This design comes from an exercise in tuning for small area and few clock cycles on the open sky130 flow, not from production work.
Function was checked by simulation only, so behaviour that the tests miss may differ from the original.
Power and IR drop assume default switching activity.

Setup of v34:
==> flow/design.v (excerpt) <==
module cache (
    input  wire        i_clk,
    input  wire        i_rst,
    input  wire        i_mem_ready,
    output wire [31:0] o_mem_addr,
    output wire        o_mem_ren,
    output wire        o_mem_wen,
    output wire [31:0] o_mem_wdata,
    input  wire [31:0] i_mem_rdata,
    input  wire        i_mem_valid,
    output wire        o_busy,
    input  wire [31:0] i_req_addr,
    input  wire        i_req_ren,
    input  wire        i_req_wen,
    input  wire [ 3:0] i_req_mask,
    input  wire [31:0] i_req_wdata,
    output wire [31:0] o_res_rdata
);
For scale: roughly 8,400 cells after synthesis, roughly 2,600 flip-flops, roughly 210 I/O pins, roughly 0.084 sq mm of cells after synthesis.
==> flow/config.mk <==
export PLATFORM = sky130hd
export DESIGN_NAME = cache
export DESIGN_NICKNAME = cache
export VERILOG_FILES = /design/flow/design.v
export SDC_FILE = /design/flow/constraint.sdc
export NUM_CORES = 4
export LEC_CHECK = 0
export CAP_MARGIN = 20
export CORE_MARGIN = 2
export CORE_UTILIZATION = 40
export CTS_CLUSTER_DIAMETER = 90
export CTS_CLUSTER_SIZE = 30
export GPL_ROUTABILITY_DRIVEN = 0
export PLACE_DENSITY = 0.6
export SETUP_SLACK_MARGIN = 0.2
export SLEW_MARGIN = 20
==> flow/constraint.sdc <==
create_clock -name core_clock -period 10.0 [get_ports {i_clk}]
set_input_delay 2.0000 -clock core_clock [delete_from_list [all_inputs] [get_ports {i_clk}]]
set_output_delay 2.0000 -clock core_clock [all_outputs]
set_load 0.01 [all_outputs]
standard.sh (not shown) runs the stock make flow with config.mk's settings and CLKGATE_MAP_FILE= SYNTH_SCRIPT=/design/flow/synth_recipe.tcl, a recipe that flattens the netlist after the stock synthesis.
==> flow/flow/run.sh <==
#!/bin/bash
# The standard layout (standard.sh: ORFS synth .. finish), except that the
# input and output ports are buffered with the smallest buffer cell instead of
# the one buffer_ports picks by default. Every port still gets its buffer.
set -euo pipefail
export BUFFER_PORTS_ARGS="-buffer_cell sky130_fd_sc_hd__buf_1"
bash standard.sh > standard.log 2>&1
Testbench counts of v34, summed over its fixed seeds: cycles 55,262.
Edits applied to the flow inputs when going from v34 to v47:
Settings: a change of CORE_UTILIZATION from 40 to 50; a change of PLACE_DENSITY from 0.6 to 0.65; a deleted GPL_ROUTABILITY_DRIVEN that had been 0.
[summary]
- Compared with v34, in v47 cell count -597; worst-case setup slack after placement +120 ps; areal power density over the cells +0.58%.
- Looking at global-route usage, v47 sits above v34.
- v34 -> v47: sequential power share flat
- On power share of the combinational group, v34 and v47 are neck and neck.
- i_req_addr[5] as the beginning of the critical path was reported by v47, and i_req_addr[4] by v34.
- Changes observed in v47 relative to v34: clock transition at the registers of the reported paths did not really move, height of the die went down about 10%, critical path depth went down by 1, final area -about 0.9%.
Input-level comparison between v51 and v47:
Settings: a change of PLACE_DENSITY from 0.65 to 0.8; a change of CORE_UTILIZATION from 50 to 40.
## What came out
First-pass GRT wire length delta (v51 -> v47): insignificant. Taking v47 as the reference, in v51 met1 layer usage reported by global route dropped 12 points; layout overhead on the synthesized area climbed 0.78 points; final-layout non-clock buffer area share barely changed; number of buffers added by the clock tree synthesis step dropped 3. v51: PASS, flow complete, no timing, DRC or antenna violations. Measured against v51, the die height of v47 comes out at 0.895 times the reference value. Lower number of clock buffer instances in the layout was reported by v51, not v47. v51 vs v47: cell count up in v51.
Input-level comparison between v53 and v51:
Settings: swapping 0.8 for 0.6 in PLACE_DENSITY.
### Flow results
Diff v51 -> v53 | global-route usage | increase of 1.3 points. On sequential cell area share, v51 and v53 are basically level. Diff v51 -> v53: layout clock buffer count saw an increase, minimum clock period after layout saw a decrease, first-pass GRT wire length saw an increase, weighted congestion at the end of routability-driven global placement saw a decrease.

---

Setup of lane 1:
The RTL this note starts from:
==> flow/design.v <==
`default_nettype none
module cache (
    input  wire        i_clk,
    input  wire        i_rst,
    input  wire        i_mem_ready,
    output wire [31:0] o_mem_addr,
    output wire        o_mem_ren,
    output wire        o_mem_wen,
    output wire [31:0] o_mem_wdata,
    input  wire [31:0] i_mem_rdata,
    input  wire        i_mem_valid,
    output wire        o_busy,
    input  wire [31:0] i_req_addr,
    input  wire        i_req_ren,
    input  wire        i_req_wen,
    input  wire [ 3:0] i_req_mask,
    input  wire [31:0] i_req_wdata,
    output wire [31:0] o_res_rdata
);
  localparam S = 3;
  localparam DEPTH = 8;
  localparam T = 25;
  reg [31:0] dx0[0:15];
  reg [31:0] dy0[0:15];
  reg [31:0] dx1[0:15];
  reg [31:0] dy1[0:15];
  reg [T-1:0] tx[0:DEPTH-1];
  reg [T-1:0] ty[0:DEPTH-1];
  reg [DEPTH-1:0] valid0;
  reg [DEPTH-1:0] valid1;
  reg [DEPTH-1:0] lru;   
  reg ph;
  wire [T-1:0] req_tag = i_req_addr[31:7];
  wire [S-1:0] req_set = i_req_addr[6:4];
  wire [1:0] req_word = i_req_addr[3:2];
  wire [DEPTH-1:0] set_dec = 8'd1 << req_set;
  wire [15:0] pair_dec = 16'd1 << {req_set, req_word[1]};
  wire rd_y = req_word[0] ^ ph;   
  reg [T-1:0] tagx_r, tagy_r;
  reg [31:0] word0_r, word1_r;
  integer k;
  always @(*) begin
    tagx_r = {T{1'b0}};
    tagy_r = {T{1'b0}};
    for (k = 0; k < DEPTH; k = k + 1) begin
      tagx_r = tagx_r | (tx[k] & {T{set_dec[k]}});
      tagy_r = tagy_r | (ty[k] & {T{set_dec[k]}});
    end
    word0_r = 32'd0;
    word1_r = 32'd0;
    for (k = 0; k < 16; k = k + 1) begin
      word0_r = word0_r | (dx0[k] & {32{pair_dec[k] & ~rd_y}}) | (dy0[k] & {32{pair_dec[k] & rd_y}});
      word1_r = word1_r | (dx1[k] & {32{pair_dec[k] & ~rd_y}}) | (dy1[k] & {32{pair_dec[k] & rd_y}});
    end
  end
  wire eqx = (tagx_r == req_tag);
  wire eqy = (tagy_r == ~req_tag);
  wire hit0 = valid0[req_set] && (ph ? eqy : eqx);
  wire hit1 = valid1[req_set] && (ph ? eqx : eqy);
  wire hit = hit0 || hit1;
  reg st_fill;   
  reg st_wait;   
  reg awp;   
  reg wr_r;   
  reg wdone;   
  reg fw_r;   
  reg [1:0] tag_st;   
  reg [2:0] ic;   
  reg [2:0] rc;   
  wire idle = ~st_fill & ~st_wait;
  wire req = i_req_ren | i_req_wen;
  wire miss_start = idle & req & ~hit;
  wire whit = idle & i_req_wen & hit;
  wire resp = st_fill & i_mem_valid;
  wire resp_first = resp & (rc == 3'd0);
  wire resp_last = resp & (rc[1:0] == 2'd3);
  wire rc_done = rc[2] | resp_last;
  assign o_mem_ren = miss_start | (st_fill & ~ic[2]);
  wire rd_acc = o_mem_ren & i_mem_ready;
  wire [1:0] rd_word = req_word + (ic[1:0] & {2{st_fill}});
  assign o_mem_addr = {i_req_addr[31:4], rd_word, 2'b00};
  reg s1_valid, s1_clr, s1_way, s2_valid, s2_way;
  reg [S-1:0] s1_set, s2_set;
  reg [1:0] s1_word, s2_word;
  reg [31:0] s1_data, s2_data;
  wire acc_way = st_fill ? fw_r : hit1;
  wire fwd1 = s1_valid & (s1_way == acc_way) & (s1_set == req_set) & (s1_word == req_word);
  wire fwd2 = s2_valid & (s2_way == acc_way) & (s2_set == req_set) & (s2_word == req_word);
  wire [31:0] arr_word = (acc_way ? word1_r : word0_r) ^ {32{rd_y}};
  wire [31:0] cache_word = fwd1 ? s1_data : fwd2 ? s2_data : arr_word;
  wire [31:0] mask32 = {{8{i_req_mask[3]}}, {8{i_req_mask[2]}}, {8{i_req_mask[1]}}, {8{i_req_mask[0]}}};
  wire merge = ~resp | (wr_r & resp_first);
  wire [31:0] base = resp ? i_mem_rdata : cache_word;
  wire [31:0] din = merge ? ((base & ~mask32) | (i_req_wdata & mask32)) : base;
  wire [1:0] in_word = st_fill ? (req_word + rc[1:0]) : req_word;
  wire in_x = ~(in_word[0] ^ ph);   
  wire aw_ok = ~(in_x & s1_valid & ~s1_clr);
  wire aw_req = whit | (st_wait & awp);
  wire in_we = resp | (aw_req & aw_ok);
  wire fill_w = st_fill & wr_r & ~wdone & ic[2] & merge & ((rc != 3'd0) ^ resp);
  assign o_mem_wen = whit | st_wait | fill_w;
  assign o_mem_wdata = din;
  wire w_acc = o_mem_wen & i_mem_ready;
  wire fill_done = st_fill & rc_done & (~wr_r | wdone | w_acc);
  wire wait_done = i_mem_ready & (~awp | aw_ok);
  assign o_busy = idle ? (miss_start | (whit & ~(i_mem_ready & aw_ok))) :
                  st_wait ? ~wait_done : ~fill_done;
  assign o_res_rdata = cache_word;
  wire fway = ~valid0[req_set] ? 1'b0 : ~valid1[req_set] ? 1'b1 : lru[req_set];
  wire c1_we = in_we & in_x;
  wire [4:0] c1_row = {acc_way, req_set, in_word[1]};
  wire c2_we = s1_valid & ~s1_clr;
  wire [4:0] c2_row = {s1_way, s1_set, s1_word[1]};
  wire set1 = s1_valid & s1_clr;
  wire b_we = set1 | s2_valid;
  wire [4:0] b_row = set1 ? {s1_way, s1_set, s1_word[1]} : {s2_way, s2_set, s2_word[1]};
  wire [31:0] bus = set1 ? s1_data : s2_data;
  wire t_way = st_fill ? fw_r : fway;
  wire t_clr = (miss_start & (fway == ph)) | tag_st[1];
  wire t_set = tag_st[0];
  always @(posedge i_clk) begin
    for (k = 0; k < 32; k = k + 1) begin
      if (k < 16) begin
        dy0[k] <= ~(dx0[k] | {32{(c1_we & (c1_row == k)) | (c2_we & (c2_row == k))}});
        dx0[k] <= ~(dy0[k] | ({32{b_we & (b_row == k)}} & ~bus));
      end else begin
        dy1[k-16] <= ~(dx1[k-16] | {32{(c1_we & (c1_row == k)) | (c2_we & (c2_row == k))}});
        dx1[k-16] <= ~(dy1[k-16] | ({32{b_we & (b_row == k)}} & ~bus));
      end
    end
    for (k = 0; k < DEPTH; k = k + 1) begin
      ty[k] <= ~(tx[k] | {T{t_clr & (req_set == k)}});
      tx[k] <= ~(ty[k] | ({T{t_set & (req_set == k)}} & ~req_tag));
    end
    if (miss_start | whit) lru[req_set] <= ~(hit ? hit1 : fway);
    s1_clr <= in_x;
    s1_way <= acc_way;
    s1_set <= req_set;
    s1_word <= in_word;
    s1_data <= din;
    s2_way <= s1_way;
    s2_set <= s1_set;
    s2_word <= s1_word;
    s2_data <= s1_data;
  end
  always @(posedge i_clk) begin
    if (i_rst) begin
      valid0 <= {DEPTH{1'b0}};
      valid1 <= {DEPTH{1'b0}};
    end else if (miss_start) begin
      if (fway) valid1[req_set] <= 1'b1;
      else valid0[req_set] <= 1'b1;
    end
  end
  always @(posedge i_clk) begin
    if (i_rst) begin
      ph <= 1'b0;
      s1_valid <= 1'b0;
      s2_valid <= 1'b0;
      tag_st <= 2'd0;
      st_fill <= 1'b0;
      st_wait <= 1'b0;
    end else begin
      ph <= ~ph;
      s1_valid <= in_we;
      s2_valid <= s1_valid & ~s1_clr;
      tag_st <= {miss_start & (fway != ph), t_clr};
      if (miss_start) st_fill <= 1'b1;
      else if (fill_done) st_fill <= 1'b0;
      if (whit & ~(i_mem_ready & aw_ok)) st_wait <= 1'b1;
      else if (st_wait & wait_done) st_wait <= 1'b0;
    end
  end
  always @(posedge i_clk) begin
    if (whit) awp <= ~aw_ok;
    else if (aw_ok) awp <= 1'b0;
    if (miss_start) begin
      wr_r <= i_req_wen;
      wdone <= 1'b0;
      fw_r <= fway;
      ic <= {2'b00, i_mem_ready};
      rc <= 3'd0;
    end else begin
      if (rd_acc) ic <= ic + 3'd1;
      if (resp) rc <= rc + 3'd1;
      if (w_acc) wdone <= 1'b1;
    end
  end
endmodule
`default_nettype wire
clock: 10.0 ns
lec_check: 0
cap_margin: 20
core_margin: 2
core_utilization: 55
cts_cluster_diameter: 90
cts_cluster_size: 30
place_density: 0.7
setup_slack_margin: 0.2
slew_margin: 20
run.sh (not shown) runs the stock make flow with config.mk's settings and CLKGATE_MAP_FILE= SYNTH_SCRIPT=/design/flow/synth_recipe.tcl, a recipe that flattens the netlist after the stock synthesis.
Stock flow here: none of the scripts above is used.
Lane 1 closes out successfully: all stages finished, all timing, DRC and antenna checks passed.
Testbench counts of lane 1, summed over its fixed seeds: cycles 55,595.
Input changes introduced in lane 2 (baseline for comparison: lane 1):
==> flow/flow/run.sh (new file) <==
#!/bin/bash
# The standard layout (standard.sh: ORFS synth .. finish), except that the
# input and output ports are buffered with the smallest buffer cell instead of
# the one buffer_ports picks by default. Every port still gets its buffer.
set -euo pipefail
export BUFFER_PORTS_ARGS="-buffer_cell sky130_fd_sc_hd__buf_1"
bash standard.sh > standard.log 2>&1
==> flow/standard.sh (new file) <==
#!/bin/bash
# synth_recipe.tcl (not shown) runs the flow's synth.tcl, then flattens the netlist and writes it again
# the make line also repeats each setting of config.mk as NAME=value (left out here)
make -C /OpenROAD-flow-scripts/flow DESIGN_CONFIG=/design/flow/config.mk WORK_HOME=/design/flow/orfs CLKGATE_MAP_FILE= SYNTH_SCRIPT=/design/flow/synth_recipe.tcl "${@:-finish}"
--- a/flow/config.mk
+++ b/flow/config.mk
@@ -6,10 +6,10 @@
 export NUM_CORES = 4
 export LEC_CHECK = 0
-export CAP_MARGIN = 20
+export CAP_MARGIN = 0
 export CORE_MARGIN = 2
-export CORE_UTILIZATION = 55
+export CORE_UTILIZATION = 40
 export CTS_CLUSTER_DIAMETER = 90
 export CTS_CLUSTER_SIZE = 30
-export PLACE_DENSITY = 0.7
+export PLACE_DENSITY = 0.6
 export SETUP_SLACK_MARGIN = 0.2
-export SLEW_MARGIN = 20
+export SLEW_MARGIN = 0
removed: flow/run.sh
[summary]
Lane 2 finished all stages; however, its layout fails the closing checks, the failures being max-capacitance violations, max-slew violations.
When lane 2 is measured against lane 1, its count of plain and timing-repair buffers in the layout turns out 23 lower.
In terms of via count of the first global-routing pass, lane 2 and lane 1 differ only marginally.
[compare] base=lane 1 new=lane 2: average routed wire per standard cell saw a decrease; worst setup slack for register-to-register paths now smaller; delay of the slowest critical-path stage now sits higher; switching power share of the total went up 1.1 points.
Share of synthesized cell area in full adder, half adder and majority cells: lane 1 vs lane 2 identical
Compared with lane 1, in lane 2 net load switching power shows an increase of 310 uW, fmax was more or less identical, final cell area excluding filler cells dropped 0.49%, pre-CTS worst setup slack saw an increase.
Changes in lane 3 relative to lane 2:
==> flow/run.sh (new file) <==
#!/bin/bash
# synth_recipe.tcl (not shown) runs the flow's synth.tcl, then flattens the netlist and writes it again
# the make line also repeats each setting of config.mk as NAME=value (left out here)
make -C /OpenROAD-flow-scripts/flow DESIGN_CONFIG=/design/flow/config.mk WORK_HOME=/design/flow/orfs CLKGATE_MAP_FILE= SYNTH_SCRIPT=/design/flow/synth_recipe.tcl finish
--- a/flow/config.mk
+++ b/flow/config.mk
@@ -6,10 +6,10 @@
 export NUM_CORES = 4
 export LEC_CHECK = 0
-export CAP_MARGIN = 0
+export CAP_MARGIN = 20
 export CORE_MARGIN = 2
 export CORE_UTILIZATION = 40
-export CTS_CLUSTER_DIAMETER = 90
-export CTS_CLUSTER_SIZE = 30
+export CTS_CLUSTER_DIAMETER = 120
+export CTS_CLUSTER_SIZE = 25
 export PLACE_DENSITY = 0.6
 export SETUP_SLACK_MARGIN = 0.2
-export SLEW_MARGIN = 0
+export SLEW_MARGIN = 20
removed: flow/flow/run.sh
removed: flow/standard.sh
--- outcome ---
- Lane 3 was carried through to the last stage, and its layout satisfied the timing, DRC and antenna checks.
- In lane 2 the implementation ran to completion but is not tape-out ready, as the final checks report max-capacitance violations, max-slew violations.
- Lane 3 vs lane 2 — share of total power in the clock network dropped 0.6 points.
- Compared to lane 2, lane 3 leaves less free space in the core.
- Lower delay of the slowest cell on the worst path among lane 2 and lane 3: lane 3
diff inputs: lane 3 => lane 4
==> flow/flow/run.sh (new file) <==
#!/bin/bash
# The standard layout (standard.sh: ORFS synth .. finish), except that the
# input and output ports are buffered with the smallest buffer cell instead of
# the one buffer_ports picks by default. Every port still gets its buffer.
set -euo pipefail
export BUFFER_PORTS_ARGS="-buffer_cell sky130_fd_sc_hd__buf_1"
bash standard.sh > standard.log 2>&1
==> flow/standard.sh (new file) <==
#!/bin/bash
# synth_recipe.tcl (not shown) runs the flow's synth.tcl, then flattens the netlist and writes it again
# the make line also repeats each setting of config.mk as NAME=value (left out here)
make -C /OpenROAD-flow-scripts/flow DESIGN_CONFIG=/design/flow/config.mk WORK_HOME=/design/flow/orfs CLKGATE_MAP_FILE= SYNTH_SCRIPT=/design/flow/synth_recipe.tcl "${@:-finish}"
--- a/flow/config.mk
+++ b/flow/config.mk
@@ -9,6 +9,6 @@
 export CORE_MARGIN = 2
 export CORE_UTILIZATION = 40
-export CTS_CLUSTER_DIAMETER = 120
-export CTS_CLUSTER_SIZE = 25
+export CTS_CLUSTER_DIAMETER = 90
+export CTS_CLUSTER_SIZE = 30
 export PLACE_DENSITY = 0.6
 export SETUP_SLACK_MARGIN = 0.2
removed: flow/run.sh
==> results.txt <==
- Lane 4 was carried through to the last stage, and its layout satisfied the timing, DRC and antenna checks.
- Lane 4 vs. lane 3: net switching power went up by about 1.3%.
- Comparing lane 4 with lane 3, the total via count in the routed design came out essentially unchanged.
- Diff lane 3 -> lane 4: largest driver fanout on the critical path grew by 11; wire length shrank by 2000 um; total power shrank by about 0.43%.

[afterwards: timing with drivers on the ports]
The results above use ideal ports. As a check the final layouts listed here were re-extracted and re-timed, cells and wires unchanged.
Step 1: set_driving_cell puts a clkbuf_16 on i_clk and a buf_2 on each other input, an assumption about the parent block.
Step 2, shift: input delay + t, output delay - t, t = (earliest + latest rising clock arrival at the registers) / 2. This alone moves slack from input paths to output paths.
a / b / c = no drivers / after step 1 / after step 2; a / b = the first two.
| run | shift t [ns] | slack for setup (ns) | worst setup path at the end | latest minus earliest clock arrival (ns) | slew at the worst register clock pin (ns) |
|---|---|---|---|---|---|
| v34 | 0.854 | 0.301 / 0.277 / 0.277 | input to output | 0.110 / 0.110 | 0.12 / 0.12 |
| v47 | 0.841 | 0.463 / 0.417 / 0.417 | input to output | 0.109 / 0.109 | 0.12 / 0.12 |
| v51 | 0.886 | 0.257 / 0.170 / 0.170 | input to output | 0.113 / 0.113 | 0.12 / 0.12 |
| v53 | 0.854 | 0.301 / 0.277 / 0.277 | input to output | 0.110 / 0.110 | 0.12 / 0.12 |
| lane 1 | 0.844 | 0.343 / 0.316 / 0.316 | input to output | 0.048 / 0.048 | 0.12 / 0.12 |
| lane 2 | 0.897 | 0.364 / 0.342 / 0.342 | input to output | 0.052 / 0.052 | 0.12 / 0.12 |
| lane 3 | 0.891 | 0.263 / 0.239 / 0.239 | input to output | 0.057 / 0.057 | 0.11 / 0.11 |
| lane 4 | 0.893 | 0.246 / 0.225 / 0.225 | input to output | 0.066 / 0.066 | 0.12 / 0.12 |
For v51, which loses most, drivers alone change the setup slack by -0.087 ns; drivers and shift together by -0.087 ns.
